Source: an optimization exercise on an open RTL-to-GDS flow (aim: small area and a short achievable clock period). Production flows keep margins and buffers that such runs may drop. At most, simulation tests tie the RTL to the original design; equivalence was not proved. The RTL of runs 2 and 7 was laid out without a check of its function. Power is estimated from default activity; no workload was simulated.

`design/flow/design.v`:
```
`timescale 1ns / 1ps
module ram64bytes(
    input clk,
    input [5:0] wa,
    input [7:0] din,
    input we,
    input [7:0] ra_hi,	 
    input [7:0] ra_lo,	 
    output [7:0] douta,
    input [2:0] rb,
    output [7:0] doutb,
    output [7:0] dout0	 
    );
	reg [7:0] mem[0:63];
	always @(posedge clk) if (we) mem[wa] <= din;
	wire [7:0] lb = 8'b1 << rb;
	reg [7:0] a, b;
	integer k;
	always @(*) begin
		a = 8'h00;
		for (k = 0; k < 64; k = k + 1)
			a = a | (mem[k] & {8{ra_hi[k/8] & ra_lo[k%8]}});
		b = 8'h00;
		for (k = 0; k < 8; k = k + 1)
			b = b | (mem[8+k] & {8{lb[k]}});
	end
	assign douta = a;
	assign doutb = b;
	assign dout0 = mem[0];
endmodule
`timescale 1ns / 1ps
module ula(
    input clk14,			 
	 input reset,			 
    input [15:0] a,		 
    input [7:0] din,		 
	 output [7:0] dout,	 
    input mreq_n,			 
    input iorq_n,			 
    input rd_n,			 
    input wr_n,			 
	 input rfsh_n,			 
	 output clkcpu,		 
	 output msk_int_n,	 
    output [13:0] va,	  
	 input [7:0] vramdout, 
	 output [7:0] vramdin, 
    output vramoe,		 
    output vramcs,		  
    output vramwe,		 
    input ear,				   
    output mic,			    
    output spk,            
	 output [7:0] kbrows,    
    input [4:0] kbcolumns,	 
    output r,				
    output g,				 
    output b,				 
    output i,				 
	 output [7:0] rgbulaplus,	 
	 output ulaplus_enabled,	 
    output csync,			
    output hsync,
    output vsync
    );
	reg [2:0] BorderColor;
	reg TimexHiColorMode;
	reg ULAPlusConfig;	 
	reg [7:0] ULAPlusAddrReg;	 
	assign ulaplus_enabled = ULAPlusConfig;
	wire ulaplusport = !iorq_n && a[0] && !a[2] && (a[7:6]==2'b00) && a[15];	 
	wire addrportsel = ulaplusport && !a[14];	 
	wire dataportsel = ulaplusport && a[14];		 
	reg clk7;
	always @(posedge clk14)
		if (reset)
			clk7 <= 0;
		else
			clk7 <= !clk7;
	wire clk7_rise = !clk7;	 
	wire clk7_fall = clk7;	 
	reg [8:0] hc;
	always @(posedge clk14) begin
		if (reset)
			hc <= 0;
		else if (clk7_rise) begin
			if (hc==447)
				hc <= 0;
			else
				hc <= hc + 1;
		end
	end
	reg [8:0] vc;
	always @(posedge clk14) begin
		if (reset)
			vc <= 0;
		else if (clk7_rise && hc==447) begin
			if (vc == 311)
				vc <= 0;
			else
				vc <= vc + 1;
		end
	end
	reg HBlank_n;
	always @(posedge clk14) begin
		if (reset)
			HBlank_n <= 1;
		else if (clk7_fall) begin
			if (((hc)==(320)))
				HBlank_n <= 0;
			else if (((hc)==(415+1)))
				HBlank_n <= 1;
		end
	end
	reg HSync_n;
	always @(posedge clk14) begin
		if (reset)
			HSync_n <= 1;
		else if (clk7_fall) begin
			if (((hc)==(344)))
				HSync_n <= 0;
			else if (((hc)==(375+1)))
				HSync_n <= 1;
		end
	end
	reg VBlank_n;
	always @(posedge clk14) begin
		if (reset)
			VBlank_n <= 1;
		else if (clk7_fall) begin
			if (((vc)==(248)))
				VBlank_n <= 0;
			else if (((vc)==(255+1)))
				VBlank_n <= 1;
		end
	end
	reg VSync_n;
	wire VSync_fall = clk7_fall && VSync_n && ((vc)==(248));
	always @(posedge clk14) begin
		if (reset)
			VSync_n <= 1;
		else if (clk7_fall) begin
			if (((vc)==(248)))
				VSync_n <= 0;
			else if (((vc)==(251+1)))
				VSync_n <= 1;
		end
	end
	reg INT_n;
	assign msk_int_n = INT_n;
	always @(posedge clk14) begin
		if (reset)
			INT_n <= 1;
		else if (clk7_fall) begin
			if (((vc)==(248)) && ((hc)==(0)))
				INT_n <= 0;
			else if (((vc)==(248)) && ((hc)==(31+1)))
				INT_n <= 1;
		end
	end
	reg Border_n;
	always @(posedge clk14) begin
		if (reset)
			Border_n <= 1;
		else if (clk7_fall) begin
			if ( (vc[7] & vc[6]) | vc[8] | hc[8])
				Border_n <= 0;
			else
				Border_n <= 1;
		end
	end
	reg VidEN_n;
	always @(posedge clk14) begin
		if (reset)
			VidEN_n <= 1;
		else if (clk7_fall && hc[3])
			VidEN_n <= !Border_n;
	end
	wire DataLatch_fall = clk7_fall && hc[0] && hc[1] && Border_n && hc[3];
	wire AttrLatch_fall = clk7_fall && hc[0] && !hc[1] && Border_n && hc[3];
	wire AOLatch_fall = clk7_fall && hc[0] && !hc[1] && hc[2];
	reg SLoad;
	always @(posedge clk14) begin
		if (reset)
			SLoad <= 0;
		else if (clk7_fall) begin
			if (!hc[0] & !hc[1] & hc[2] & !VidEN_n)
				SLoad <= 1;
			else
				SLoad <= 0;
		end
	end
	reg [7:0] BitmapReg;
	always @(posedge clk14) begin
		if (reset)
			BitmapReg <= 0;
		else if (DataLatch_fall)
			BitmapReg <= vramdout;
	end
	reg [7:0] SRegister;
	always @(posedge clk14) begin
		if (reset)
			SRegister <= 0;
		else if (clk7_fall) begin
			if (SLoad)
				SRegister <= BitmapReg;
			else
				SRegister <= {SRegister[6:0],1'b0};
		end
	end
	reg [7:0] AttrReg;
	always @(posedge clk14) begin
		if (reset)
			AttrReg <= 0;
		else if (AttrLatch_fall)
			AttrReg <= vramdout;
	end
	reg [7:0] AttrOut;
	always @(posedge clk14) begin
		if (reset)
			AttrOut <= 0;
		else if (AOLatch_fall) begin
			if (!VidEN_n)
				AttrOut <= AttrReg;
			else
				AttrOut <= {2'b00,BorderColor,BorderColor};
		end
	end
	reg [4:0] FlashCnt;
	always @(posedge clk14) begin
		if (reset)
			FlashCnt <= 0;
		else if (VSync_fall)
			FlashCnt <= FlashCnt + 1;
	end
	wire Pixel = SRegister[7] ^ (AttrOut[7] & FlashCnt[4]);
	reg rI,rG,rR,rB;
	assign r = rR;
	assign g = rG;
	assign b = rB;
	assign i = rI;
	always @(*) begin
		if (HBlank_n && VBlank_n)
			{rI,rG,rR,rB} = (Pixel)? {AttrOut[6],AttrOut[2:0]} : {AttrOut[6],AttrOut[5:3]};
		else
			{rI,rG,rR,rB} = 4'b0000;
	end
	assign csync = HSync_n & VSync_n;
	assign vsync = VSync_n;
	assign hsync = HSync_n;
	wire ulaslot = Border_n && hc[3];
	wire cpublock = Border_n && (hc[3:0]==4'b0000);
	wire c3 = hc[2] | (hc[1] & hc[0] & !clk7);
	wire [4:0] col = {hc[7:4], c3};
	wire [12:0] dispaddr = {vc[7:6], vc[2:0], vc[5:3], col};
	wire [13:0] ulaaddr = hc[1] ? {1'b0, dispaddr} :
	                      TimexHiColorMode ? {1'b1, dispaddr} : {4'b0110, vc[7:3], col};
	assign va = ulaslot ? ulaaddr : a[13:0];
	assign vramcs = ulaslot | (!cpublock & !a[15] & a[14] & !mreq_n);
	assign vramoe = ulaslot ? !hc[0] : (!cpublock & !rd_n);
	assign vramwe = !ulaslot & !cpublock & !wr_n;
	wire fetchslot = Border_n && hc[3] && hc[1];
	wire palettewe = dataportsel && !wr_n && (ULAPlusAddrReg[7:6]==2'b00) && !fetchslot;
	reg fetchslot_next;
	reg [5:0] paletteaddr_reg;
	wire fetchslot_next2 = Border_n && hc[3] && (hc[1] ^ hc[0]);
	wire [7:0] AttrReg_next = AttrLatch_fall ? vramdout : AttrReg;
	wire [5:0] fetchaddr_next2 = hc[0] ? { AttrReg_next[7:6],1'b1,AttrReg_next[5:3] } : { AttrReg_next[7:6],1'b0,AttrReg_next[2:0] };
	always @(posedge clk14) begin
		if (reset) begin
			fetchslot_next <= 0;
			paletteaddr_reg <= 0;
		end
		else begin
			fetchslot_next <= fetchslot_next2;
			paletteaddr_reg <= fetchslot_next2 ? fetchaddr_next2 :
			                   (clk7_rise && addrportsel && !wr_n) ? din[5:0] : ULAPlusAddrReg[5:0];
		end
	end
	wire addrreg_wr = clk7_rise && addrportsel && !wr_n;
	wire next_from_din = addrreg_wr && !fetchslot_next;
	wire [7:0] ra_hi = next_from_din ? (8'b1 << din[5:3]) : (8'b1 << paletteaddr_reg[5:3]);
	wire [7:0] ra_lo = next_from_din ? (8'b1 << din[2:0]) : (8'b1 << paletteaddr_reg[2:0]);
	wire palette_bypass = palettewe && ((reset ? 6'd0 : paletteaddr_reg) == ULAPlusAddrReg[5:0]);
	wire [7:0] paletteread;
	wire [7:0] paletteborder;
	wire [7:0] palettefirst;	 
	reg [7:0] palettedout;
	always @(posedge clk14)
		palettedout <= palette_bypass ? din : reset ? palettefirst : paletteread;
	ram64bytes palette (
		.clk(clk14),
		.wa(ULAPlusAddrReg[5:0]),
		.din(din),
		.we(palettewe),
		.ra_hi(ra_hi),
		.ra_lo(ra_lo),
		.douta(paletteread),
		.rb(BorderColor),
		.doutb(paletteborder),
		.dout0(palettefirst)
		);
	reg [7:0] ULAPlusPaper;
	reg [7:0] ULAPlusInk;
	reg [7:0] ULAPlusBorder;
	wire ULAPlusPixel = SRegister[7];
	always @(posedge clk14) begin
		if (reset) begin
			ULAPlusPaper <= 0;
			ULAPlusInk <= 0;
		end
		else begin
			if (fetchslot && !hc[0] && !clk7)
				ULAPlusPaper <= palettedout;
			if (fetchslot && hc[0] && !clk7)
				ULAPlusInk <= palettedout;
		end
	end
	always @(posedge clk14) begin
		if (reset)
			ULAPlusBorder <= 0;
		else if (hc[3:0]==12 && !dataportsel)
			ULAPlusBorder <= paletteborder;
	end
	reg [7:0] ULAPlusPaperOut;
	reg [7:0] ULAPlusInkOut;
	always @(posedge clk14) begin
		if (reset) begin
			ULAPlusPaperOut <= 0;
			ULAPlusInkOut <= 0;
		end
		else if (AOLatch_fall) begin
			if (!VidEN_n) begin
				ULAPlusPaperOut <= ULAPlusPaper;
				ULAPlusInkOut <= ULAPlusInk;
			end
			else begin
				ULAPlusPaperOut <= ULAPlusBorder;
				ULAPlusInkOut <= ULAPlusBorder;
			end
		end
	end
	assign rgbulaplus = (HBlank_n && VBlank_n) ? (ULAPlusPixel ? ULAPlusInkOut : ULAPlusPaperOut) : 8'h00;
	reg CPUClk;
	assign clkcpu = CPUClk;
	reg ioreqtw3;
	reg mreqt23;
	wire ioreq_n = a[0] | iorq_n;
	wire Nor1 = (~(a[14] | ~ioreq_n)) |
	            (~(~a[15] | ~ioreq_n)) |
					(~(hc[2] | hc[3])) |
					(~Border_n | ~ioreqtw3 | ~CPUClk | ~mreqt23);
	wire Nor2 = (~(hc[2] | hc[3])) |
	            ~Border_n |
					~CPUClk |
					ioreq_n |
					~ioreqtw3;
	wire CLKContention = ~Nor1 | ~Nor2;
	always @(posedge clk14) begin
		if (reset) begin
			ioreqtw3 <= 0;
			mreqt23 <= 0;
		end
		else if (clk7_rise && !CPUClk) begin
			ioreqtw3 <= ioreq_n;
			mreqt23 <= mreq_n;
		end
	end
	always @(posedge clk14) begin	 
		if (reset)
			CPUClk <= 0;
		else if (clk7_rise) begin
			if (CPUClk && !CLKContention)    
				CPUClk <= 0;
			else
				CPUClk <= 1;
		end
	end
	always @(posedge clk14) begin
		if (reset) begin
			ULAPlusConfig <= 0;
			ULAPlusAddrReg <= 0;
		end
		else if (clk7_rise) begin
			if (addrportsel && !wr_n)
				ULAPlusAddrReg <= din;
			else if (dataportsel && !wr_n && ULAPlusAddrReg[7:6]==2'b01)
				ULAPlusConfig <= din[0];
		end
	end
	reg [7:0] idle_dout;
	wire Border_n_next = clk7_fall ? !((vc[7] & vc[6]) | vc[8] | hc[8]) : Border_n;
	always @(posedge clk14)
		if (reset)
			idle_dout <= 0;
		else
			idle_dout <= Border_n_next ? AttrReg_next : 8'hFF;
	wire [7:0] data_dout = (ULAPlusAddrReg[7:6]==2'b01) ? {7'b0000000, ULAPlusConfig} :
	                       (ULAPlusAddrReg[7:6]==2'b00) ? palettedout : idle_dout;
	ula_dout cpu_dout (
		.a(a), .mreq_n(mreq_n), .iorq_n(iorq_n), .rd_n(rd_n),
		.vramdout(vramdout), .ear(ear), .kbcolumns(kbcolumns),
		.timex(TimexHiColorMode), .addrreg(ULAPlusAddrReg), .data_dout(data_dout), .idle_dout(idle_dout),
		.dout(dout)
		);
	assign vramdin = din;		 
	assign kbrows = {a[11], a[10], a[9], a[12], a[13], a[8], a[14], a[15]};
	reg rMic;
	reg rSpk;
	assign mic = rMic;
	assign spk = rSpk;
	always @(posedge clk14) begin
		if (reset) begin
			TimexHiColorMode <= 0;
			rSpk <= 0;
			rMic <= 0;
			BorderColor <= 3'b100;
		end
		else if (clk7_fall) begin
			if (!iorq_n && a[7:0]==8'hFF && !wr_n)
				TimexHiColorMode <= din[1];
			else if (!iorq_n & !a[0] & !wr_n)
				{rSpk,rMic,BorderColor} <= din[4:0];
		end
	end
endmodule
module ula_dout(
	input [15:0] a,
	input mreq_n,
	input iorq_n,
	input rd_n,
	input [7:0] vramdout,
	input ear,
	input [4:0] kbcolumns,
	input timex,
	input [7:0] addrreg,
	input [7:0] data_dout,
	input [7:0] idle_dout,
	output [7:0] dout
	);
	wire s_vram = !a[15] && a[14] && !mreq_n && !rd_n;	 
	wire io_rd = !iorq_n && !rd_n;
	wire s_kb = io_rd && !a[0] && !s_vram;	 
	wire s_tmx = io_rd && (a[7:0]==8'hFF) && !s_vram;	 
	wire s_ulap = io_rd && a[0] && !a[2] && (a[7:6]==2'b00) && a[15];	 
	wire s_addr = s_ulap && !a[14];
	wire s_data = s_ulap && a[14];
	wire s_idle = !s_vram && !(io_rd && (!a[0] || (&a[7:1]) || (!a[2] && a[7:6]==2'b00 && a[15])));
	assign dout = ({8{s_vram}} & vramdout) |
	              ({8{s_kb}} & {1'b1,ear,1'b1,kbcolumns}) |
	              ({8{s_tmx}} & {6'b000000,timex,1'b0}) |
	              ({8{s_addr}} & addrreg) |
	              ({8{s_data}} & data_dout) |
	              ({8{s_idle}} & idle_dout);
endmodule
```
`design/flow/flow/run.sh`:
```
#!/bin/bash
# Layout flow: the standard flow (standard.sh, ORFS) with three changes
# made through ORFS's own variables:
#  - ports are buffered with sky130_fd_sc_hd__buf_1 rather than the delay
#    buffer buffer_ports picks by default;
#  - clock tree synthesis uses clkbuf_8 sink clusters and no dummy loads;
#  - everything else as in the standard flow (synthesis unchanged).
# Each step's full output goes to a log file in this folder.
set -euo pipefail
export BUFFER_PORTS_ARGS="-buffer_cell sky130_fd_sc_hd__buf_1"
export CTS_ARGS="-sink_clustering_enable -repair_clock_nets -dont_use_dummy_load -buf_list sky130_fd_sc_hd__clkbuf_8 -sink_clustering_size 16 -sink_clustering_max_diameter 50"
bash standard.sh synth > synth.log 2>&1
bash standard.sh floorplan > floorplan.log 2>&1
bash standard.sh place > place.log 2>&1
bash standard.sh cts > cts.log 2>&1
bash standard.sh route > route.log 2>&1
bash standard.sh finish > finish.log 2>&1
```
`design/flow/standard.sh`:
```
#!/bin/bash
# synth_recipe.tcl (not shown) runs the flow's synth.tcl, then flattens the netlist and writes it again
# the make line also repeats each setting of config.mk as NAME=value (left out here)
make -C /OpenROAD-flow-scripts/flow DESIGN_CONFIG=/design/flow/config.mk WORK_HOME=/design/flow/orfs CLKGATE_MAP_FILE= SYNTH_SCRIPT=/design/flow/synth_recipe.tcl "${@:-finish}"
```
`design/flow/config.mk`:
```
export PLATFORM = sky130hd
export DESIGN_NAME = ula
export DESIGN_NICKNAME = ula
export VERILOG_FILES = /design/flow/design.v
export SDC_FILE = /design/flow/constraint.sdc
export NUM_CORES = 4
export LEC_CHECK = 0
export CAP_MARGIN = 0
export CORE_MARGIN = 2
export CORE_UTILIZATION = 40
export PLACE_DENSITY = 0.6
export SETUP_SLACK_MARGIN = 4.6
export SLEW_MARGIN = 0
export SYNTH_HIERARCHICAL = 1
export SYNTH_MINIMUM_KEEP_SIZE = 0
export TNS_END_PERCENT = 100
```
`design/flow/constraint.sdc`:
```
create_clock -name core_clock -period 10.0 [get_ports {clk14}]
set_input_delay 2.0000 -clock core_clock [delete_from_list [all_inputs] [get_ports {clk14}]]
set_output_delay 2.0000 -clock core_clock [all_outputs]
set_load 0.01 [all_outputs]
```
==> impl_metrics.ini, run 1 <==
[cells_and_area]
n_antenna_cell = 0
fin_util_pct = 43.72
max_flop_register = palette.mem
final_cells = 2922
drive_gt1_share_pct = 10.93
areaGrowthSynthToFinish_pct = 8.480
largest_register_ffs = 512
final_area_mm2 = 0.02926
nNetsFinal = 2101
reg.largest.list = palette.mem: 512 flops, hc: 9 flops, vc: 9 flops

[drt]
wl_per_cell_um = 26.13
dr.pass1.iters = 6
ant_nets = 0
drcViolationCount = 0
drt-met1-wl_um = 31570
wl_met2_um = 35990
viasPerCell = 6.001
route.met3.wl_um = 6505
wl_um = 76350
dr_total_vias = 17535
top_layer = met5
drt_iter0_markers = 2104

[sta]
max_slew.worst_pin.slew_ns = 1.145
layout_min_cycle_time_ns = 5.471
finalSetupViolCount = 0
finClkSkew_ns = 0.1068
fin_crit_sh_pct = 54.71
slew_headroom_pct = 23.41
rsz0062_at_grt = true
fin_tns_setup_ns = 0
finalHoldViolations = 0
drv_slew = 0
max_freq_ghz = 0.1828

[synth]
synthesis.nets = 2038
yosysSeqAreaShare_pct = 67.77
synth.area.top_cells = edfxtp_1, dfxtp_1, mux2i_1, a22oi_1, nor2_1
synth_cell_types = 78
synth_top_area_share_pct = 57.01
syn_inst = 1988
synth-edff-count = 512
synth_area_per_cell_um2 = 13.57
ys_warn_count = 8
ys.flop_type = edfxtp_1
yosysTopAreaCell = edfxtp_1
synthArstFlopShare_pct = 0
synth-seq-cells = 657
synth_area_mm2 = 0.02697

[clock_tree]
worst_skew_pair.late_latency_ns = 0.74
postCtsHoldBufs = 0
clkTransAtPathRegs_ns = 0.05
clk_path_buf_depth = 3
cts_tree = yes
cts.htree.levels = 2
cts_made_buffers = 61
clkSinkCount = 657
root_buffer = clkbuf_8

[die]
core_area_mm2 = 0.06692
fp.dieH_um = 263.7
die_width_um = 263.7
die_area_mm2 = 0.06952
std_cell_rows = 95
initial_utilization_pct = 40.30
ios = 106

[run]
drv_cap = 0

[worst_hold_path]
min_path_cells = 2
min_from = AttrOut[7]
hold_class = reg -> reg

[grt]
grt_max_degree = 83
grt_overflow = 0
grt_use_total_pct = 21.21
grt_first_pass_wirelength_um = 110900
antenna_found_initial = 2
grt_pass1_vias = 16893

[setup_path]
slowest_delay_ns = 0.58
cp_max_fo = 8
cp_slowest_cell = or4b_4
cp-startpoint = a[6]
rr_startpoint = clk7
path_class = in -> out
r2r_cells = 12
crit_chain = buf_8 -> or4b_4 -> o211ai_2 -> a21oi_4 -> a221o_1 -> buf_2
crit_required_ns = 8.00
arrival_ns = 3.47
worst_setup_path_start_kind = input port
crit_path_end_kind = output pin

[pwr]
pwr_density_cell_mw_per_mm2 = 153.6
p_leak_nw = 9.395
total_power_mw = 4.493
peakVddDrop_v = 0.00008863

[place]
place_inst = 2848
io_buffers = 104
gp_congestion = 0.8806
placed_cell_area_mm2 = 0.02810
dp_hpwl_um = 48270

[run_status]
outcome = timing/DRC/antenna clean
==> Yosys stat by module, one instance, submodules excluded <==
module	copies in the design	cell area (µm²)
ram64bytes	1	19650
ula_dout	1	364.1
ula	1	6958
==> what timing repair did <==
action / in CTS / in global routing
cloned: 1 / 1
gates resized for setup: 32 / 24
setup endpoints to repair: 16 / 15
pin swaps: 14 / 10
setup buffers: 9 / 2
==> metrics by stage <==
| stage | hold slack (ns) | setup slack [ns] |
|---|---|---|
| floorplan | 0.4277 | 4.806 |
| global route | 0.4702 | 4.511 |
| finish | 0.4555 | 4.529 |
| global placement | 0.4449 | 3.022 |
| detailed placement | 0.4483 | 3.001 |
| CTS | 0.4540 | 4.535 |
==> Yosys cell counts (all sizes together), types with 28 or more instances <==
master and number:
edfxtp 512, nor2 234, a22oi 156, dfxtp 145, nand2 119, mux2i 118, clkbuf 81, buf 71
a22o 66, o21ai 49, nand3 42, a211oi 39, a222oi 37, a21oi 28
==> kinds of logic (layout without fill, tap and decap cells) <==
family | count (synthesis) | after routing | share of synthesized area, %
fa+ha+maj | 5 | 5 | 0.2320
buf+inv | 169 | 228 | 2.872
mux | 144 | 144 | 5.799
compound gates | 469 | 469 | 13.37
xor+xnor | 20 | 20 | 0.6495
flops | 657 | 657 | 67.77
simple gates | 524 | 526 | 9.311
==> path summary, 6_finish.rpt <==
check / to / slack, ns
worst max-delay path: dout[5] / 4.53
worst min-delay path: AttrOut[7] / 0.46
worst max register to register: palettedout[7] / 5.72
worst min register to register: AttrOut[7] / 0.46
==> worst max-delay path, delay by kind of cell <==
family                 cells  cell delay [ns]
AOI/OAI and AO/OA          3             0.63
and+or+nand+nor            1             0.58
buffers and inverters      2             0.25
==> area by class of cell <==
type,instances,area [µm²]
Fill cell,6058,37660
Sequential cell,657,18280
Multi-Input combinational cell,1164,8147
Tap cell,873,1092
Clock buffer,61,839.6
Timing Repair Buffer,150,838.3
Inverter,17,63.81
==> power breakdown <==
group | switching [mW] | leakage (nW) | internal [mW]
sequential | 0.0127 | 5.78 | 2.94
combinational | 0.111 | 3.18 | 0.0449
clock | 0.842 | 0.439 | 0.539
==> per-layer routing <==
metal | GRT usage (%) | up-vias
met1 | 28.79 | 8804
met2 | 34.39 | 805
met4 | 6.888 | 4
li1 | - | 7789
met3 | 4.045 | 133
met5 | 0 | -
==> cell usage in the layout (no fill, tap or decap), types with 12 or more instances in the layout <==
cell      Yosys  final
a21oi_1      27     24
a22o_1       66     66
a221oi_1     14     12
nand2_1     118    118
xor2_1       14     14
o21ai_0      40     38
clkbuf_8      0     61
buf_1        16     79
nand4_1      22     22
nor2_1      234    218
nand3_1      42     42
a22oi_1     156    156
nand2b_1     19     19
mux2_2       14     14
inv_1        13     13
a222oi_1     37     37
dfxtp_1     145    145
buf_4        16     45
mux2i_1     118    114
a211oi_1     38     35
edfxtp_1    512    512
==> inputs of run 2 (changes only) <==
--- a/design/flow/design.v
+++ b/design/flow/design.v
@@ -439,17 +439,10 @@
 	output [7:0] dout
 	);
 	wire s_vram = !a[15] && a[14] && !mreq_n && !rd_n;	 
-	wire io_rd = !iorq_n && !rd_n;
-	wire s_kb = io_rd && !a[0] && !s_vram;	 
-	wire s_tmx = io_rd && (a[7:0]==8'hFF) && !s_vram;	 
-	wire s_ulap = io_rd && a[0] && !a[2] && (a[7:6]==2'b00) && a[15];	 
-	wire s_addr = s_ulap && !a[14];
-	wire s_data = s_ulap && a[14];
-	wire s_idle = !s_vram && !(io_rd && (!a[0] || (&a[7:1]) || (!a[2] && a[7:6]==2'b00 && a[15])));
-	assign dout = ({8{s_vram}} & vramdout) |
-	              ({8{s_kb}} & {1'b1,ear,1'b1,kbcolumns}) |
-	              ({8{s_tmx}} & {6'b000000,timex,1'b0}) |
-	              ({8{s_addr}} & addrreg) |
-	              ({8{s_data}} & data_dout) |
-	              ({8{s_idle}} & idle_dout);
+	wire [7:0] ulap_dout = a[14] ? data_dout : addrreg;	 
+	wire [7:0] io1_dout = (a[7:1]==7'h7F) ? {6'b000000,timex,1'b0} :	 
+	                      (!a[2] && a[7:6]==2'b00 && a[15]) ? ulap_dout : idle_dout;	 
+	wire [7:0] io_dout = a[0] ? io1_dout : {1'b1,ear,1'b1,kbcolumns};	 
+	wire [7:0] cpu_dout = (!iorq_n && !rd_n) ? io_dout : idle_dout;
+	assign dout = s_vram ? vramdout : cpu_dout;
 endmodule
==> design/flow/flow/run.sh (replaced) <==
#!/bin/bash
# Layout flow: the standard flow (standard.sh, ORFS) with three changes
# made through ORFS's own variables:
#  - ports are buffered with sky130_fd_sc_hd__buf_1 rather than the delay
#    buffer buffer_ports picks by default;
#  - clock tree synthesis uses clkbuf_16 sink clusters and no dummy loads;
#  - everything else as in the standard flow (synthesis unchanged).
# Each step's full output goes to a log file in this folder.
set -euo pipefail
export BUFFER_PORTS_ARGS="-buffer_cell sky130_fd_sc_hd__buf_1"
export CTS_ARGS="-sink_clustering_enable -repair_clock_nets -dont_use_dummy_load -buf_list sky130_fd_sc_hd__clkbuf_16 -sink_clustering_size 24 -sink_clustering_max_diameter 70"
bash standard.sh synth > synth.log 2>&1
bash standard.sh floorplan > floorplan.log 2>&1
bash standard.sh place > place.log 2>&1
bash standard.sh cts > cts.log 2>&1
bash standard.sh route > route.log 2>&1
bash standard.sh finish > finish.log 2>&1
==> design/flow/config.mk (replaced) <==
export PLATFORM = sky130hd
export DESIGN_NAME = ula
export DESIGN_NICKNAME = ula
export VERILOG_FILES = /design/flow/design.v
export SDC_FILE = /design/flow/constraint.sdc
export NUM_CORES = 4
export LEC_CHECK = 0
export CAP_MARGIN = 20
export CORE_MARGIN = 2
export CORE_UTILIZATION = 40
export PLACE_DENSITY = 0.6
export SETUP_SLACK_MARGIN = 4.6
export SLEW_MARGIN = 20
export SYNTH_HIERARCHICAL = 1
export SYNTH_MINIMUM_KEEP_SIZE = 0
export TNS_END_PERCENT = 100
==> impl_metrics.ini, run 2 <==
[cells_and_area]
nNetsFinal = 2127
drive_gt1_share_pct = 9.542
final_common_cell = edfxtp_1
largest_register_ffs = 512
final_area_mm2 = 0.02966
num-fill-cells = 6026
areaGrowthSynthToFinish_pct = 9.446
max_flop_register = palette.mem
mostFrequentLayoutCells = edfxtp_1, nor2_1, a22oi_1
reg.largest.list = palette.mem: 512 flops, hc: 9 flops, vc: 9 flops

[synth]
synth-edff-count = 512
synth-seq-cells = 657
yosysSeqAreaShare_pct = 67.44
synthesis.nets = 2073
synth_area_per_cell_um2 = 13.40
synth_most_common_cell = edfxtp_1
ys.flop_type = edfxtp_1
syn_inst = 2023
synth_cell_types = 73
synth.area.top_cells = edfxtp_1, dfxtp_1, mux2i_1, a22oi_1, nor2_1
ys_warn_count = 8
synth_top_area_share_pct = 56.73
synth_area_mm2 = 0.02710
yosysTopAreaCell = edfxtp_1
synthArstFlopShare_pct = 0
synthTopCellsByCount = edfxtp_1, nor2_1, a22oi_1

[drt]
ant_nets = 0
viasPerCell = 5.987
wl_per_cell_um = 25.49
dr_total_vias = 17655
drcViolationCount = 0
wl_um = 75170
drt_iter0_markers = 1952
dr.pass1.iters = 9

[setup_path]
r2r_slack_ns = 5.95
path_class = in -> reg
crit_path_end_kind = flop
cp_max_fo = 29
crit_required_ns = 10.44
rr_startpoint = clk7
worst_setup_path_start_kind = input port
arrival_ns = 5.86
rr_endpoint = palettedout[3]
r2r_cells = 14

[clock_tree]
root_buffer = clkbuf_16
clkSinkCount = 657
cts.htree.levels = 2
cts_tree = yes
cts_made_buffers = 38
worst_skew_pair.late_latency_ns = 0.60
clk_path_buf_depth = 3
clkTransAtPathRegs_ns = 0.09
postCtsHoldBufs = 0

[run_status]
outcome = timing/DRC/antenna clean

[sta]
finalSetupViolCount = 0
finalHoldViolations = 0
finClkSkew_ns = 0.04544
max_slew.worst_pin.slew_ns = 1.075
layout_min_cycle_time_ns = 5.423
fin_crit_sh_pct = 54.23
rsz0062_at_grt = true
drv_slew = 0
max_freq_ghz = 0.1844
whs_ns = 0.4711
slew_headroom_pct = 28.06
fin_tns_setup_ns = 0

[worst_hold_path]
min_from = AttrOut[7]
hold-path-endpoint = AttrOut[7]
min_path_cells = 2
hold_class = reg -> reg

[die]
core_area_mm2 = 0.06716
fp.dieH_um = 264.3
die_width_um = 264.3
die_area_mm2 = 0.06985
std_cell_rows = 95
initial_utilization_pct = 40.36
ios = 106

[pwr]
peakVddDrop_v = 0.00009817
pwr_density_cell_mw_per_mm2 = 156.1
p_leak_nw = 9.536
total_power_mw = 4.629

[place]
io_buffers = 104
placed_cell_area_mm2 = 0.02825
dp_hpwl_um = 48010
gp_congestion = 0.8836

[grt]
antenna_found_initial = 1
grt_pass1_vias = 16625
grt_max_degree = 93
grt_first_pass_wirelength_um = 109100
grt_use_total_pct = 20.81
grt_overflow = 0

[run]
drv_cap = 0
## run 2: changes by cell type in the layout (fill, tap and decap cells not counted), moves of 5 or more
cell       delta
o21ai_0       +8
mux2i_1       +8
buf_1        +11
clkbuf_8     -61
o2111ai_1     +5
nand2_1      +11
clkbuf_16    +38
a221o_2       -6
and2_2        -5
a221o_1       -9
or3_1         +6
## run 2: final cells by class
cell class / count / area, µm² / share of cell area [%]
inverters: 18 / 67.56 / 0.2278
multi-input cells: 1196 / 8322 / 28.05
clock buffers: 38 / 950.9 / 3.206
well taps: 873 / 1092 / 3.682
flip-flops and latches: 657 / 18280 / 61.62
repair buffers: 166 / 949.7 / 3.202
diodes: 1 / 2.502 / 0.008436
## run 2: how the worst max path moves through the flow
stage	start	slack, ns	depth (start not counted)	end
after CTS	a[15]	4.52	14	palettedout[4]
after global placement	a[0]	3.25	14	palettedout[4]
after detailed placement	a[0]	3.09	14	palettedout[4]
after global routing	iorq_n	4.54	15	palettedout[0]
after floorplan	a[14]	4.95	4	dout[5]
final	iorq_n	4.58	15	palettedout[3]
## run 2: logic make-up (layout without fill, tap and decap cells)
group	after synthesis	in the layout	synth area share, %
buffers and inverters	173	222	2.950
AND/OR/NAND/NOR	543	546	9.478
multiplexers	152	152	6.066
flip-flops	657	657	67.44
AO/OA/AOI/OAI	473	473	13.19
adder cells (fa/ha/maj)	5	5	0.2308
XOR/XNOR	20	20	0.6463
other	0	1	0
## run 2: routing by layer
metal  global-route usage [%]  wire length [µm]
met5                        0                12
met4                    6.542              2220
met3                    3.514              6244
met2                    33.93             35830
met1                    28.45             30870
## run 2: through the flow
stage	instances	setup WS (ns)	utilization, %
floorplan	2023	4.945	-
global placement	2885	3.254	42.05
detailed placement	2885	3.085	42.06
CTS	2936	4.518	43.79
global route	2948	4.544	44.16
finish	2949	4.577	44.17
## run 2: Yosys stat by module, one instance, submodules excluded
module / cells / times used
ram64bytes: 1161 / 1
ula: 793 / 1
ula_dout: 69 / 1
## run 2: repair_timing
item	4_1_cts	5_1_grt
setup buffers	12	9
endpoints found under the hold margin	0	0
cloned	1	3
gates resized for setup	22	41
setup endpoints to repair	16	16
pin swaps	5	14
## run 2: critical path, cell delays in order
cell	delay, ns
buf_1	0.24
nor4b_4	0.34
and4b_4	0.39
buf_4	0.15
nor3b_1	0.05
a31oi_1	0.35
nor2_2	0.07
buf_6	0.20
a22o_1	0.29
a222oi_1	0.47
o2111ai_1	0.17
a21oi_1	0.40
nand4_1	0.22
mux2i_1	0.31
mux2i_1	0.16
## run 2: report_power, final
part / total (mW) / internal [mW] / switching (mW) / leakage [nW]
combinational: 0.160 / 0.0467 / 0.114 / 3.29
sequential: 2.96 / 2.94 / 0.0131 / 5.78
clock: 1.51 / 0.678 / 0.834 / 0.468
==> inputs of run 3 (changes only) <==
--- a/design/flow/design.v
+++ b/design/flow/design.v
@@ -279,8 +279,9 @@
 	end
 	wire addrreg_wr = clk7_rise && addrportsel && !wr_n;
 	wire next_from_din = addrreg_wr && !fetchslot_next;
-	wire [7:0] ra_hi = next_from_din ? (8'b1 << din[5:3]) : (8'b1 << paletteaddr_reg[5:3]);
-	wire [7:0] ra_lo = next_from_din ? (8'b1 << din[2:0]) : (8'b1 << paletteaddr_reg[2:0]);
+	wire [5:0] ra = next_from_din ? din[5:0] : paletteaddr_reg;
+	wire [7:0] ra_hi = 8'b1 << ra[5:3];
+	wire [7:0] ra_lo = 8'b1 << ra[2:0];
 	wire palette_bypass = palettewe && ((reset ? 6'd0 : paletteaddr_reg) == ULAPlusAddrReg[5:0]);
 	wire [7:0] paletteread;
 	wire [7:0] paletteborder;
==> impl_metrics.ini, run 3 <==
[setup_path]
cp_max_fo = 12
r2r_cells = 12
path_class = in -> out
r2r_slack_ns = 6.01
rr_endpoint = palettedout[2]
worst_setup_path_start_kind = input port
rr_startpoint = clk7
crit_path_end_kind = output pin
crit_required_ns = 8.00
arrival_ns = 3.39

[drt]
drt_iter0_markers = 2285
ant_nets = 0
drcViolationCount = 0
wl_um = 75880
wl_per_cell_um = 25.70
dr_total_vias = 17600
viasPerCell = 5.960
dr.pass1.iters = 8

[sta]
finalHoldViolations = 0
layout_min_cycle_time_ns = 5.391
whs_ns = 0.4577
finalSetupViolCount = 0
slew_headroom_pct = 24.41
fin_crit_sh_pct = 53.91
max_freq_ghz = 0.1855
finClkSkew_ns = 0.09086
max_slew.worst_pin.slew_ns = 1.130
rsz0062_at_grt = true
fin_tns_setup_ns = 0
drv_slew = 0

[synth]
synth-edff-count = 512
synth_cell_types = 75
ys_warn_count = 8
synth_area_per_cell_um2 = 13.38
synth.area.top_cells = edfxtp_1, dfxtp_1, a22oi_1, mux2i_1, nor2_1
synthTopCellsByCount = edfxtp_1, nor2_1, a22oi_1
synth_area_mm2 = 0.02720
synth_most_common_cell = edfxtp_1
synth_top_area_share_pct = 56.53
synthesis.nets = 2083
yosysTopAreaCell = edfxtp_1
syn_inst = 2033
synthArstFlopShare_pct = 0
yosysSeqAreaShare_pct = 67.20
synth-seq-cells = 657
ys.flop_type = edfxtp_1

[worst_hold_path]
min_path_cells = 2
hold_class = reg -> reg
min_from = HBlank_n
hold-path-endpoint = HBlank_n

[cells_and_area]
reg.largest.list = palette.mem: 512 flops, hc: 9 flops, vc: 9 flops
nNetsFinal = 2132
drive_gt1_share_pct = 9.808
seq_area_mm2 = 0.01828
multi_input_area_mm2 = 0.008307
largest_register_ffs = 512
max_flop_register = palette.mem
final_area_mm2 = 0.02960
num-fill-cells = 6070
fin_util_pct = 43.99
n_antenna_cell = 0
final_common_cell = edfxtp_1
mostFrequentLayoutCells = edfxtp_1, nor2_1, a22oi_1
areaGrowthSynthToFinish_pct = 8.824

[place]
gp_congestion = 0.9108
placed_cell_area_mm2 = 0.02829
io_buffers = 104
dp_hpwl_um = 49470

[clock_tree]
postCtsHoldBufs = 0
clkTransAtPathRegs_ns = 0.07
clkSinkCount = 657
cts_tree = yes
worst_skew_pair.late_latency_ns = 0.60
root_buffer = clkbuf_16
cts_made_buffers = 38
cts.htree.levels = 2
clk_path_buf_depth = 3

[grt]
grt_first_pass_wirelength_um = 111100
grt_overflow = 0
grt_max_degree = 90
grt_pass1_vias = 16822
antenna_found_initial = 5
grt_use_total_pct = 21.19

[pwr]
pwr_density_cell_mw_per_mm2 = 156.4
p_leak_nw = 9.538
peakVddDrop_v = 0.0001611

[die]
std_cell_rows = 95
ios = 106
fp.dieH_um = 264.8
die_width_um = 264.8
initial_utilization_pct = 40.43
core_area_mm2 = 0.06728
die_area_mm2 = 0.07010

[run_status]
outcome = timing/DRC/antenna clean

[run]
drv_cap = 0
[run 3: changes by cell type after synthesis, moves of 9 or more]
cell      before  now
mux2i_1      126  116
o21ai_1        9    0
buf_2         36   46
nor2_1       237  228
o21ai_0       46   64
clkbuf_1      82   69
[run 3: logic make-up after synthesis]
family,Yosys count,share of synthesized area [%]
muxes,142,5.677
DFF,657,67.20
buffers and inverters,173,3.096
AOI/OAI and AO/OA,490,13.41
adders and majority gates,5,0.2300
xor gates and xnor gates,22,0.7085
and+or+nand+nor,544,9.675
[run 3: worst max-delay path, cell delays in order]
cell	delay, ns
buf_2	0.16
nor4b_4	0.36
buf_12	0.17
buf_4	0.11
o2111ai_1	0.11
a31oi_1	0.28
buf_1	0.20
[run 3: metrics by stage]
stage          cells  total power [mW]  setup WS (ns)
6_report        2953             4.630          4.609
2_1_floorplan   2033             3.092          4.945
3_5_place_dp    2894             3.178          3.181
5_1_grt         2953             4.761          4.562
3_3_place_gp    2894             3.174          3.204
4_1_cts         2944             4.655          4.609
[run 3: how the worst max path moves through the flow]
stage | endpoint | start | slack [ns]
after detailed placement | palettedout[2] | a[0] | 3.18
final | dout[6] | a[2] | 4.61
after global placement | palettedout[2] | a[15] | 3.20
after floorplan | dout[5] | a[14] | 4.95
after CTS | dout[1] | rd_n | 4.61
after global routing | dout[4] | a[2] | 4.56
[run 3: timing repair]
item	4_1_cts	5_1_grt
endpoints found under the hold margin	0	0
pin swaps	4	10
resized for setup	19	24
gates cloned	1	0
endpoints found under the setup margin	16	16
buffers inserted	11	9
[run 3: final cells by class]
| type | count | share of cell area, % |
|---|---|---|
| clock buffers | 38 | 3.213 |
| inverters | 19 | 0.2410 |
| multi-input cells | 1204 | 28.07 |
| flip-flops and latches | 657 | 61.76 |
| well taps | 873 | 3.691 |
| repair buffers | 162 | 3.031 |
[run 3: layer usage]
| layer | part of all wire [%] | GRT usage [%] |
|---|---|---|
| met3 | 7.8 | 3.019 |
| met1 | 41 | 29.10 |
| met4 | 2.9 | 6.383 |
| met5 | 0.041 | 0 |
| met2 | 48 | 35.01 |
[run 3: per-module statistics from Yosys, one instance, submodules excluded]
module	area (µm²)	cells
ram64bytes	19660	1161
ula	7053	803
ula_dout	488.0	69
[run 3: where the power goes]
| group | leakage [nW] | internal [mW] | switching, mW |
|---|---|---|---|
| clock network | 0.468 | 0.678 | 0.828 |
| logic | 3.29 | 0.0494 | 0.118 |
| registers | 5.78 | 2.94 | 0.0132 |
| total | 9.54 | 3.67 | 0.959 |
==> inputs of run 4 (changes only) <==
--- a/design/flow/config.mk
+++ b/design/flow/config.mk
@@ -9,7 +9,7 @@
 export CORE_MARGIN = 2
 export CORE_UTILIZATION = 40
 export PLACE_DENSITY = 0.6
-export SETUP_SLACK_MARGIN = 4.6
+export SETUP_SLACK_MARGIN = 4.9
 export SLEW_MARGIN = 20
 export SYNTH_HIERARCHICAL = 1
 export SYNTH_MINIMUM_KEEP_SIZE = 0
==> impl_metrics.ini, run 4 <==
[run_status]
outcome = timing/DRC/antenna clean

[sta]
finalSetupViolCount = 0
finalHoldViolations = 0
rsz0062_at_grt = true
max_freq_ghz = 0.1883
fin_tns_setup_ns = 0
fin_crit_sh_pct = 53.10
layout_min_cycle_time_ns = 5.310
slew_headroom_pct = 23.02
drv_slew = 0
max_slew.worst_pin.slew_ns = 1.151
finClkSkew_ns = 0.09703

[clock_tree]
clkSinkCount = 657
clkTransAtPathRegs_ns = 0.07
clk_path_buf_depth = 3
cts_made_buffers = 38
root_buffer = clkbuf_16
worst_skew_pair.late_latency_ns = 0.61
cts.htree.levels = 2
cts_tree = yes

[die]
die_area_mm2 = 0.07010
initial_utilization_pct = 40.43
fp.dieH_um = 264.8
core_area_mm2 = 0.06728
die_width_um = 264.8
ios = 106
std_cell_rows = 95

[setup_path]
cp_max_fo = 6
crit_required_ns = 8.00
path_class = in -> out
slowest_delay_ns = 0.36
crit_chain = buf_8 -> nor4b_4 -> buf_4 -> clkbuf_16 -> o211ai_1 -> a22oi_2 -> buf_2
arrival_ns = 3.31
worst_setup_path_start_kind = input port
crit_path_end_kind = output pin
cp_slowest_cell = nor4b_4

[synth]
synth_top_area_share_pct = 56.53
synth_area_per_cell_um2 = 13.38
synth_area_mm2 = 0.02720
synth_cell_types = 75
synth-edff-count = 512
synth.area.top_cells = edfxtp_1, dfxtp_1, a22oi_1, mux2i_1, nor2_1
synthesis.nets = 2083
ys.flop_type = edfxtp_1
yosysSeqAreaShare_pct = 67.20
synth_most_common_cell = edfxtp_1
syn_inst = 2033
synthTopCellsByCount = edfxtp_1, nor2_1, a22oi_1
yosysTopAreaCell = edfxtp_1
synth-seq-cells = 657
ys_warn_count = 8
synthArstFlopShare_pct = 0

[grt]
antenna_found_initial = 5
grt_use_total_pct = 21.38
grt_max_degree = 90
grt_pass1_vias = 16988
grt_overflow = 0
grt_first_pass_wirelength_um = 112200

[place]
io_buffers = 104
gp_congestion = 0.9108
placed_cell_area_mm2 = 0.02829
dp_hpwl_um = 49470

[pwr]
pwr_density_cell_mw_per_mm2 = 150.8
peakVddDrop_v = 0.0001615
p_leak_nw = 10.04

[cells_and_area]
reg.largest.list = palette.mem: 512 flops, hc: 9 flops, vc: 9 flops
areaGrowthSynthToFinish_pct = 13.41
final_area_mm2 = 0.03085
mostFrequentLayoutCells = edfxtp_1, nor2_1, a22oi_1
drive_gt1_share_pct = 14.63
nNetsFinal = 2185
max_flop_register = palette.mem
largest_register_ffs = 512
final_common_cell = edfxtp_1

[drt]
viasPerCell = 6.054
ant_nets = 0
dr.pass1.iters = 9
drcViolationCount = 0
wl_um = 79860
dr_total_vias = 18215
drt_iter0_markers = 2564
wl_per_cell_um = 26.54

[run]
drv_cap = 0

[worst_hold_path]
hold_class = reg -> reg
-- run 4: layout make-up --
class                      count  area [µm²]
fill                        5954       36430
sequential                   657       18280
multi-input combinational   1205        8700
timing repair buffer         214        1745
tap                          873        1092
clock buffer                  38       950.9
inverter                      19       71.32
antenna                        3       7.507
-- run 4: layer usage --
layer  vias to the layer above  wire, µm  GRT usage (%)
met2                       868     38020          35.00
met3                       128      6755          3.409
met4                         2      2457          6.948
li1                       8038         -              -
met1                      9179     32610          29.19
met5                         -        18              0
-- run 4: path summary, 6_finish.rpt --
kind	from	to	slack, ns	cells past startpoint
worst max-delay path	a[6]	dout[1]	4.69	7
worst min-delay path	HBlank_n	HBlank_n	0.46	2
worst max register to register	clk7	palettedout[2]	6.21	16
worst min register to register	HBlank_n	HBlank_n	0.46	2
-- run 4: metrics by stage --
step / power (mW) / instances / utilization (%) / hold WS, ns / setup slack (ns)
floorplan: 3.092 / 2033 / - / 0.4312 / 4.945
detailed placement: 3.178 / 2894 / 42.05 / 0.4475 / 3.181
finish: 4.650 / 3009 / 45.85 / 0.4575 / 4.690
global route: 4.777 / 3007 / 45.84 / 0.4956 / 4.693
global placement: 3.174 / 2894 / 42.03 / 0.4547 / 3.204
CTS: 4.663 / 2956 / 44.20 / 0.4606 / 4.713
-- run 4: critical path: cells and delay by family --
family	cells	cell delay, ns
and+or+nand+nor	1	0.36
buffers and inverters	4	0.62
AOI/OAI and AO/OA	2	0.32
-- run 4: per-module statistics from Yosys (local to each module, per instance) --
module	copies in the design	cells inside	flip-flops and latches
ram64bytes	1	1161	512
ula	1	803	145
ula_dout	1	69	0
-- run 4: logic make-up (layout without fill, tap and decap cells) --
logic type / after synthesis / after routing / share of synthesized area (%)
other: 0 / 3 / 0
AOI/OAI and AO/OA: 490 / 490 / 13.41
adders and majority gates: 5 / 5 / 0.2300
muxes: 142 / 142 / 5.677
DFF: 657 / 657 / 67.20
xor gates and xnor gates: 22 / 22 / 0.7085
buffers and inverters: 173 / 271 / 3.096
and+or+nand+nor: 544 / 546 / 9.675
-- run 4: timing repair --
| action | 4_1_cts | 5_1_grt |
|---|---|---|
| gates resized for setup | 76 | 114 |
| pin swaps | 20 | 46 |
| hold buffers | 0 | 0 |
| cloned | 3 | 11 |
| setup buffers | 21 | 39 |
| setup endpoints to repair | 16 | 16 |
-- run 4: power by group --
part / total, mW / switching [mW] / internal (mW)
Sequential: 2.96 / 0.0137 / 2.94
Combinational: 0.184 / 0.125 / 0.0589
Clock: 1.51 / 0.831 / 0.678
Total: 4.65 / 0.970 / 3.68
==> inputs of run 5 (changes only) <==
--- a/design/flow/config.mk
+++ b/design/flow/config.mk
@@ -9,7 +9,7 @@
 export CORE_MARGIN = 2
 export CORE_UTILIZATION = 40
 export PLACE_DENSITY = 0.6
-export SETUP_SLACK_MARGIN = 4.9
+export SETUP_SLACK_MARGIN = 4.7
 export SLEW_MARGIN = 20
 export SYNTH_HIERARCHICAL = 1
 export SYNTH_MINIMUM_KEEP_SIZE = 0
==> impl_metrics.ini, run 5 <==
[synth]
synth_most_common_cell = edfxtp_1
synthesis.nets = 2083
synthArstFlopShare_pct = 0
synth_cell_types = 75
synth.area.top_cells = edfxtp_1, dfxtp_1, a22oi_1, mux2i_1, nor2_1
yosysSeqAreaShare_pct = 67.20
yosysTopAreaCell = edfxtp_1
synth_top_area_share_pct = 56.53
ys_warn_count = 8
synth_top_family_by_area = compound AO/OA/AOI/OAI gates
synth_area_per_cell_um2 = 13.38
synth_compound_area_share_pct = 13.41
synth-edff-count = 512
synthAdderAreaFrac_pct = 0.2300
syn_inst = 2033
synth_area_mm2 = 0.02720
synth-xor-area-share_pct = 0.7085
synthTopCellsByCount = edfxtp_1, nor2_1, a22oi_1
ys.flop_type = edfxtp_1
synthMuxAreaShare_pct = 5.677
synth-seq-cells = 657
synthSimpleGateAreaFrac_pct = 9.675

[worst_hold_path]
hold_class = reg -> reg

[pwr]
peakVddDrop_v = 0.0001616
pwr_density_cell_mw_per_mm2 = 156.0
total_power_mw = 4.641
p_leak_nw = 9.595

[sta]
finalSetupViolCount = 0
fin_crit_sh_pct = 53.34
finClkSkew_ns = 0.09087
fin_tns_setup_ns = 0
slew_headroom_pct = 23.56
finalHoldViolations = 0
rsz0062_at_grt = true
max_slew.worst_pin.slew_ns = 1.142
max_freq_ghz = 0.1875
drv_slew = 0
layout_min_cycle_time_ns = 5.334
whs_ns = 0.4578

[clock_tree]
clkTransAtPathRegs_ns = 0.07
root_buffer = clkbuf_16
clk_path_buf_depth = 3
clkSinkCount = 657
cts.htree.levels = 2
cts_made_buffers = 38
worst_skew_pair.late_latency_ns = 0.60
postCtsHoldBufs = 0
cts_tree = yes

[drt]
dr.pass1.iters = 8
wl_per_cell_um = 25.74
drcViolationCount = 0
ant_nets = 0
dr_total_vias = 17600
viasPerCell = 5.956
wl_um = 76060
drt_iter0_markers = 2242

[place]
placed_cell_area_mm2 = 0.02829
gp_congestion = 0.9108
io_buffers = 104
dp_hpwl_um = 49470
place_inst = 2894

[cells_and_area]
n_antenna_cell = 0
mostFrequentLayoutCells = edfxtp_1, nor2_1, a22oi_1
largest_register_ffs = 512
final_cells = 2955
areaGrowthSynthToFinish_pct = 9.389
max_flop_register = palette.mem
reg.largest.list = palette.mem: 512 flops, hc: 9 flops, vc: 9 flops
final_common_cell = edfxtp_1
nNetsFinal = 2134
drive_gt1_share_pct = 10.61
final_area_mm2 = 0.02975

[setup_path]
cp_max_fo = 6
crit_path_end_kind = output pin
arrival_ns = 3.33
path_class = in -> out
crit_required_ns = 8.00
worst_setup_path_start_kind = input port

[die]
ios = 106
fp.dieH_um = 264.8
initial_utilization_pct = 40.43
die_area_mm2 = 0.07010
die_width_um = 264.8
core_area_mm2 = 0.06728
std_cell_rows = 95

[grt]
grt_pass1_vias = 16833
grt_max_degree = 90
grt_use_total_pct = 21.19
grt_first_pass_wirelength_um = 111300
antenna_found_initial = 5
grt_overflow = 0

[run]
drv_cap = 0

[run_status]
outcome = timing/DRC/antenna clean
run 5: cell counts after synthesis:
Identical to the previous run, type by type.
run 5: per-stage QoR:
step | worst slack, ns | util (%)
final | 4.666 | 44.22
after global routing | 4.630 | 44.22
after CTS | 4.642 | 43.79
after detailed placement | 3.181 | 42.05
after global placement | 3.204 | 42.03
after floorplan | 4.945 | -
run 5: final cells by class:
cell class              count  area [µm²]
clock buffers              38       950.9
well taps                 873        1092
flip-flops and latches    657       18280
repair buffers            164       998.5
inverters                  19       71.32
multi-input cells        1204        8359
fillers                  6063       37530
run 5: Yosys stat by module (local to each module, per instance):
| module | cells | times used |
|---|---|---|
| ula | 803 | 1 |
| ram64bytes | 1161 | 1 |
| ula_dout | 69 | 1 |
run 5: cell families after synthesis:
kind of cell	after synthesis
AOI/OAI and AO/OA	490
and+or+nand+nor	544
xor gates and xnor gates	22
DFF	657
muxes	142
adders and majority gates	5
buffers and inverters	173
run 5: what timing repair did:
action / 4_1_cts / 5_1_grt
endpoints found under the setup margin: 16 / 16
buffers inserted: 11 / 10
cloned: 1 / 1
pin swaps: 7 / 17
gates resized for setup: 29 / 58
run 5: report_power, final:
| part | switching [mW] | internal [mW] | total (mW) | leakage (nW) |
|---|---|---|---|---|
| clock network | 0.833 | 0.678 | 1.51 | 0.468 |
| registers | 0.0135 | 2.94 | 2.96 | 5.78 |
| logic | 0.119 | 0.0534 | 0.173 | 3.35 |
| total | 0.966 | 3.67 | 4.64 | 9.59 |
run 5: per-layer routing:
layer	vias up	part of all wire [%]	GRT usage [%]
met5	-	0.041	0
met4	4	2.9	6.169
met3	118	7.2	2.935
met2	712	48	35.05
met1	8848	42	29.21
li1	7918	-	-
run 5: path summary, 6_finish.rpt:
check	cells after the start	startpoint	slack, ns	to
worst min register to register	2	HBlank_n	0.46	HBlank_n
worst min-delay path	2	HBlank_n	0.46	HBlank_n
worst max-delay path	8	a[2]	4.67	dout[0]
worst max register to register	12	clk7	6.08	palettedout[2]
run 5: critical path, cell delays in order:
cell	delay (ns)
buf_6	0.12
nor4b_4	0.26
buf_4	0.18
buf_12	0.12
buf_4	0.11
o2111ai_2	0.11
a31oi_1	0.26
buf_2	0.18
==> inputs of run 6 (changes only) <==
--- a/design/flow/config.mk
+++ b/design/flow/config.mk
@@ -7,9 +7,9 @@
 export LEC_CHECK = 0
 export CAP_MARGIN = 20
 export CORE_MARGIN = 2
-export CORE_UTILIZATION = 40
-export PLACE_DENSITY = 0.6
-export SETUP_SLACK_MARGIN = 4.7
+export CORE_UTILIZATION = 50
+export PLACE_DENSITY = 0.65
+export SETUP_SLACK_MARGIN = 4.6
 export SLEW_MARGIN = 20
 export SYNTH_HIERARCHICAL = 1
 export SYNTH_MINIMUM_KEEP_SIZE = 0
==> impl_metrics.ini, run 6 <==
[setup_path]
path_class = in -> reg
worst_setup_path_start_kind = input port
arrival_ns = 5.83
crit_required_ns = 10.43
cp-startpoint = iorq_n
cp_max_fo = 35
crit_path_end_kind = flop
rr_startpoint = clk7

[sta]
max_slew.worst_pin.slew_ns = 1.063
finClkSkew_ns = 0.08658
setup_ws_ns = 4.599
finalSetupViolCount = 0
slew_headroom_pct = 28.85
fin_crit_sh_pct = 54.01
layout_min_cycle_time_ns = 5.401
finalHoldViolations = 0
rsz0062_at_grt = true
drv_slew = 0
fin_tns_setup_ns = 0
max_freq_ghz = 0.1851

[grt]
grt_use_total_pct = 26.63
grt_max_degree = 69
antenna_found_initial = 1
grt_first_pass_wirelength_um = 111300
grt_overflow = 0
grt_pass1_vias = 17111

[die]
die_area_mm2 = 0.05628
die_width_um = 237.2
std_cell_rows = 85
core_area_mm2 = 0.05381
fp.dieH_um = 237.2
ios = 106
initial_utilization_pct = 50.54

[drt]
top_layer = met5
wl_per_cell_um = 27.40
drt-met1-wl_um = 30970
wl_um = 75990
dr.pass1.iters = 8
wl_met2_um = 36290
route.met3.wl_um = 6491
ant_nets = 0
drt_iter0_markers = 2398
dr_total_vias = 17907
drcViolationCount = 0
viasPerCell = 6.458

[synth]
yosysSeqAreaShare_pct = 67.20
synth_area_mm2 = 0.02720
synthAdderAreaFrac_pct = 0.2300
synthTopCellsByCount = edfxtp_1, nor2_1, a22oi_1
synth_compound_area_share_pct = 13.41
synthMuxAreaShare_pct = 5.677
synthSimpleGateAreaFrac_pct = 9.675
synth-edff-count = 512
yosysTopAreaCell = edfxtp_1
synth-seq-cells = 657
ys.flop_type = edfxtp_1
synth-xor-area-share_pct = 0.7085
synth_top_area_share_pct = 56.53
synthArstFlopShare_pct = 0
synth_top_family_by_area = compound AO/OA/AOI/OAI gates
synth_most_common_cell = edfxtp_1
synthesis.nets = 2083
synth_cell_types = 75
synth.area.top_cells = edfxtp_1, dfxtp_1, a22oi_1, mux2i_1, nor2_1
syn_inst = 2033
synth_area_per_cell_um2 = 13.38
ys_warn_count = 8

[pwr]
total_power_mw = 4.663
peakVddDrop_v = 0.0001596
pwr_density_cell_mw_per_mm2 = 158.7
p_leak_nw = 9.528

[run]
drv_cap = 0

[clock_tree]
clkSinkCount = 657
postCtsHoldBufs = 0
worst_skew_pair.late_latency_ns = 0.62
cts_made_buffers = 39
root_buffer = clkbuf_16
clkTransAtPathRegs_ns = 0.07
clk_path_buf_depth = 3
cts_tree = yes
cts.htree.levels = 2

[cells_and_area]
reg.largest.list = palette.mem: 512 flops, hc: 9 flops, vc: 9 flops
num-fill-cells = 4423
max_flop_register = palette.mem
areaGrowthSynthToFinish_pct = 8.037
mostFrequentLayoutCells = edfxtp_1, nor2_1, a22oi_1
drive_gt1_share_pct = 9.538
final_common_cell = edfxtp_1
final_area_mm2 = 0.02938
fin_util_pct = 54.60
nNetsFinal = 2128
largest_register_ffs = 512

[worst_hold_path]
hold_class = reg -> reg
min_from = SRegister[0]

[run_status]
outcome = timing/DRC/antenna clean

[place]
pre_cts_ws_ns = 2.569
placed_cell_area_mm2 = 0.02803
dp_hpwl_um = 48200
gp_congestion = 0.9412
io_buffers = 104
[run 6: area by class of cell]
type / count / area, µm² / share of cell area, %
Sequential cell: 657 / 18280 / 62.21
Multi-Input combinational cell: 1204 / 8284 / 28.19
Clock buffer: 39 / 975.9 / 3.321
Antenna cell: 1 / 2.502 / 0.008516
Inverter: 19 / 71.32 / 0.2427
Timing Repair Buffer: 157 / 899.6 / 3.062
Tap cell: 696 / 870.8 / 2.964
[run 6: kinds of logic after synthesis]
group,after synthesis
multiplexers,142
buffers and inverters,173
XOR/XNOR,22
AO/OA/AOI/OAI,490
adder cells (fa/ha/maj),5
flip-flops,657
AND/OR/NAND/NOR,544
[run 6: metal layers]
| layer | GRT usage (%) | up-vias |
|---|---|---|
| li1 | - | 7909 |
| met1 | 36.89 | 8984 |
| met2 | 43.67 | 870 |
| met3 | 4.216 | 142 |
| met4 | 7.890 | 2 |
| met5 | 0 | - |
[run 6: worst max-delay path, cell delays in order]
cell	delay, ns
buf_1	0.21
nor4b_4	0.31
and4b_4	0.32
buf_12	0.14
buf_4	0.16
mux2i_2	0.35
nor2_2	0.05
buf_4	0.31
a222oi_1	0.66
o22ai_1	0.17
a211oi_1	0.39
nand4_1	0.13
mux2_2	0.33
mux2_2	0.27
[run 6: final timing paths]
check / endpoint / slack, ns / depth (start not counted)
worst max-delay path: palettedout[2] / 4.60 / 14
worst max register to register: palettedout[2] / 5.36 / 14
worst min register to register: SRegister[0] / 0.47 / 2
worst min-delay path: SRegister[0] / 0.47 / 2
[run 6: through the flow]
step	instances	hold WS [ns]
floorplan	2033	0.4312
global placement	2714	0.4468
detailed placement	2714	0.4608
CTS	2766	0.4726
global route	2772	0.5143
finish	2773	0.4739
[run 6: modules after synthesis, one instance, submodules excluded]
module,cell area (µm²),copies in the design
ram64bytes,19660,1
ula,7053,1
ula_dout,488.0,1
[run 6: what timing repair did]
item | in CTS | in global routing
setup endpoints to repair | 16 | 16
buffers inserted | 13 | 5
pin swaps | 6 | 12
gates resized for setup | 32 | 33
gates cloned | 0 | 1
[run 6: power breakdown]
group | internal, mW | total (mW) | switching (mW)
sequential | 2.94 | 2.96 | 0.0177
combinational | 0.0474 | 0.161 | 0.113
clock | 0.695 | 1.54 | 0.846
total | 3.69 | 4.66 | 0.977
==> inputs of run 7 (changes only) <==
--- a/design/flow/design.v
+++ b/design/flow/design.v
@@ -278,7 +278,13 @@
 		end
 	end
 	wire addrreg_wr = clk7_rise && addrportsel && !wr_n;
-	wire next_from_din = addrreg_wr && !fetchslot_next;
+	reg din_may_be_next;
+	always @(posedge clk14)
+		if (reset)
+			din_may_be_next <= 1;
+		else
+			din_may_be_next <= clk7 && !fetchslot_next2;
+	wire next_from_din = din_may_be_next && addrportsel && !wr_n;
 	wire [5:0] ra = next_from_din ? din[5:0] : paletteaddr_reg;
 	wire [7:0] ra_hi = 8'b1 << ra[5:3];
 	wire [7:0] ra_lo = 8'b1 << ra[2:0];
--- a/design/flow/config.mk
+++ b/design/flow/config.mk
@@ -7,8 +7,8 @@
 export LEC_CHECK = 0
 export CAP_MARGIN = 20
 export CORE_MARGIN = 2
-export CORE_UTILIZATION = 50
-export PLACE_DENSITY = 0.65
+export CORE_UTILIZATION = 40
+export PLACE_DENSITY = 0.6
 export SETUP_SLACK_MARGIN = 4.6
 export SLEW_MARGIN = 20
 export SYNTH_HIERARCHICAL = 1
==> impl_metrics.ini, run 7 <==
[synth]
ys_warn_count = 8
ys.flop_type = edfxtp_1
synth_area_per_cell_um2 = 13.51
synth-edff-count = 512
synthArstFlopShare_pct = 0
synth.area.top_cells = edfxtp_1, dfxtp_1, mux2i_1, a22oi_1, nor2_1
synth-seq-cells = 657
synth_area_mm2 = 0.02725
synthesis.nets = 2067
synth_most_common_cell = edfxtp_1
synth_top_area_share_pct = 56.42
syn_inst = 2017
synthTopCellsByCount = edfxtp_1, nor2_1, a22oi_1
yosysSeqAreaShare_pct = 67.08
synth_cell_types = 74
yosysTopAreaCell = edfxtp_1

[sta]
layout_min_cycle_time_ns = 5.336
finalHoldViolations = 0
slew_headroom_pct = 27.01
drv_slew = 0
whs_ns = 0.4754
max_freq_ghz = 0.1874
rsz0062_at_grt = false
fin_tns_setup_ns = 0
finalSetupViolCount = 0
max_slew.worst_pin.slew_ns = 1.091
finClkSkew_ns = 0.08217
fin_crit_sh_pct = 53.36

[grt]
grt_first_pass_wirelength_um = 111000
grt_max_degree = 90
grt_use_total_pct = 20.96
grt_overflow = 0
antenna_found_initial = 2
grt_pass1_vias = 16811

[die]
initial_utilization_pct = 40.50
die_width_um = 265
std_cell_rows = 95
fp.dieH_um = 265
ios = 106
die_area_mm2 = 0.07023
core_area_mm2 = 0.06728

[drt]
dr.pass1.iters = 6
viasPerCell = 6.010
wl_um = 75620
dr_total_vias = 17603
drcViolationCount = 0
drt_iter0_markers = 2244
wl_per_cell_um = 25.82
ant_nets = 0

[cells_and_area]
mostFrequentLayoutCells = edfxtp_1, nor2_1, a22oi_1
n_antenna_cell = 0
final_cells = 2929
final_area_mm2 = 0.02965
final_common_cell = edfxtp_1
num-fill-cells = 6029
nNetsFinal = 2108
max_flop_register = palette.mem
areaGrowthSynthToFinish_pct = 8.830
drive_gt1_share_pct = 9.679
largest_register_ffs = 512
reg.largest.list = palette.mem: 512 flops, hc: 9 flops, vc: 9 flops

[setup_path]
cp_max_fo = 35
crit_required_ns = 10.46
arrival_ns = 5.79
crit_path_end_kind = flop
worst_setup_path_start_kind = input port
crit_chain = buf_1 -> nor4b_4 -> and4bb_4 -> nand3b_4 -> buf_12 -> mux2_2 -> nor2_2 -> buf_8 -> a222oi_1 -> o22ai_1 -> a211oi_2 -> nand4_1 -> mux2_2 -> mux2_2
slowest_delay_ns = 0.70
path_class = in -> reg
cp_slowest_cell = a222oi_1
worst_path_most_repeated_cell = mux2_2

[clock_tree]
postCtsHoldBufs = 0
cts.htree.levels = 2
clk_path_buf_depth = 3
worst_skew_pair.late_latency_ns = 0.61
root_buffer = clkbuf_16
cts_made_buffers = 40
clkSinkCount = 657
clkTransAtPathRegs_ns = 0.09
cts_tree = yes

[pwr]
pwr_density_cell_mw_per_mm2 = 157.7
peakVddDrop_v = 0.00009257
p_leak_nw = 9.467

[run_status]
outcome = timing/DRC/antenna clean

[place]
io_buffers = 104
dp_hpwl_um = 48470
gp_congestion = 0.8836
place_inst = 2875
placed_cell_area_mm2 = 0.02834

[worst_hold_path]
hold_class = reg -> reg

[run]
drv_cap = 0
-- run 7: changes by cell type after synthesis, moves of 8 or more --
cell	change
nand2_1	-27
mux2_2	+18
mux2i_1	+15
a21oi_1	-10
o21ai_0	-9
a31oi_1	-8
buf_1	+8
nor3_1	-8
-- run 7: cell type report --
class                   instances  area [µm²]  area share [%]
flip-flops and latches        657       18280           61.63
multi-input cells            1189        8351           28.16
well taps                     873        1092           3.683
clock buffers                  40        1001           3.375
repair buffers                155       877.1           2.958
inverters                      15       56.30          0.1899
-- run 7: path summary, 6_finish.rpt --
check                  startpoint        endpoint  slack (ns)  cells past startpoint
hold / removal       SRegister[0]    SRegister[0]        0.48                      2
setup / recovery             a[6]  palettedout[1]        4.66                     14
setup reg to reg  din_may_be_next  palettedout[5]        6.57                     12
hold reg to reg      SRegister[0]    SRegister[0]        0.48                      2
-- run 7: through the flow --
stage,power [mW],utilization (%),worst slack [ns]
after detailed placement,3.175,42.12,3.356
final,4.677,44.08,4.664
after floorplan,3.091,-,4.945
after global routing,4.809,44.08,4.603
after CTS,4.699,43.89,4.583
after global placement,3.171,42.12,3.416
-- run 7: layer usage --
metal  up-vias  share of wire (%)  track usage (%)
met5         -              0.017                0
met4         2                3.0            5.741
met3       116                8.4            3.679
met2       759                 47            33.83
met1      8872                 42            29.20
li1       7854                  -                -
-- run 7: kinds of logic (layout without fill, tap and decap cells) --
family          count (synthesis)  in the layout  share of synthesized area, %
flops                         657            657                         67.08
simple gates                  516            517                         9.083
compound gates                477            477                         13.36
xor+xnor                       19             19                        0.6107
mux                           171            171                         6.631
fa+ha+maj                       5              5                        0.2296
buf+inv                       172            210                         3.012
-- run 7: what timing repair did --
| action | in CTS | in global routing |
|---|---|---|
| resized for setup | 20 | 22 |
| pin swaps | 6 | 8 |
| setup buffers | 9 | 4 |
| gates cloned | 0 | 1 |
| endpoints found under the setup margin | 17 | 12 |
-- run 7: modules after synthesis (local to each module, per instance) --
module	times used	flops+latches	area (µm²)
ula	1	145	7096
ula_dout	1	0	488.0
ram64bytes	1	512	19670
-- run 7: critical path, delay by kind of cell --
| family | cells | cell delay [ns] |
|---|---|---|
| and+or+nand+nor | 5 | 0.96 |
| muxes | 3 | 0.89 |
| AOI/OAI and AO/OA | 3 | 1.38 |
| buffers and inverters | 3 | 0.55 |
-- run 7: power breakdown --
| part | switching, mW | internal, mW |
|---|---|---|
| combinational | 0.114 | 0.0484 |
| sequential | 0.0118 | 2.94 |
| clock | 0.848 | 0.712 |
| total | 0.974 | 3.70 |

[static timing again, ports no longer ideal]
The flow's constraints put no driver on any port. The routed layouts listed below were extracted and timed again, unchanged, in two steps.
Step 1 assumes that a clkbuf_16 drives the clock port and a buf_2 every other input.
Step 2 times the ports against the registers' clock, not the clock port: input delays grow and output delays shrink by t, the midpoint of the rising clock arrivals with the driver on.
Slacks: ideal / step 1 / step 2; pairs: ideal / step 1.
run	shift t [ns]	setup slack, ns	worst hold slack (ns)	clock arrival spread, ns	slew at the worst register clock pin (ns)
run 1	0.735	4.529 / 4.484 / 3.835	0.455 / 0.455 / 0.455	0.126 / 0.126	0.11 / 0.11
run 2	0.633	4.577 / 4.613 / 3.980	0.471 / 0.471 / 0.471	0.051 / 0.052	0.10 / 0.10
run 3	0.622	4.609 / 4.587 / 4.113	0.458 / 0.458 / 0.458	0.091 / 0.092	0.10 / 0.10
run 4	0.625	4.690 / 4.643 / 4.187	0.457 / 0.457 / 0.457	0.098 / 0.097	0.10 / 0.10
run 5	0.621	4.666 / 4.635 / 4.202	0.458 / 0.458 / 0.458	0.093 / 0.093	0.10 / 0.10
run 6	0.643	4.599 / 4.634 / 4.000	0.474 / 0.474 / 0.474	0.087 / 0.087	0.10 / 0.10
run 7	0.627	4.664 / 4.643 / 4.074	0.475 / 0.475 / 0.475	0.086 / 0.086	0.09 / 0.09
After both steps setup and hold are still met in every run listed. The setup slack of run 1, which loses most, moves by -0.045 ns with the drivers and by -0.694 ns with both steps.
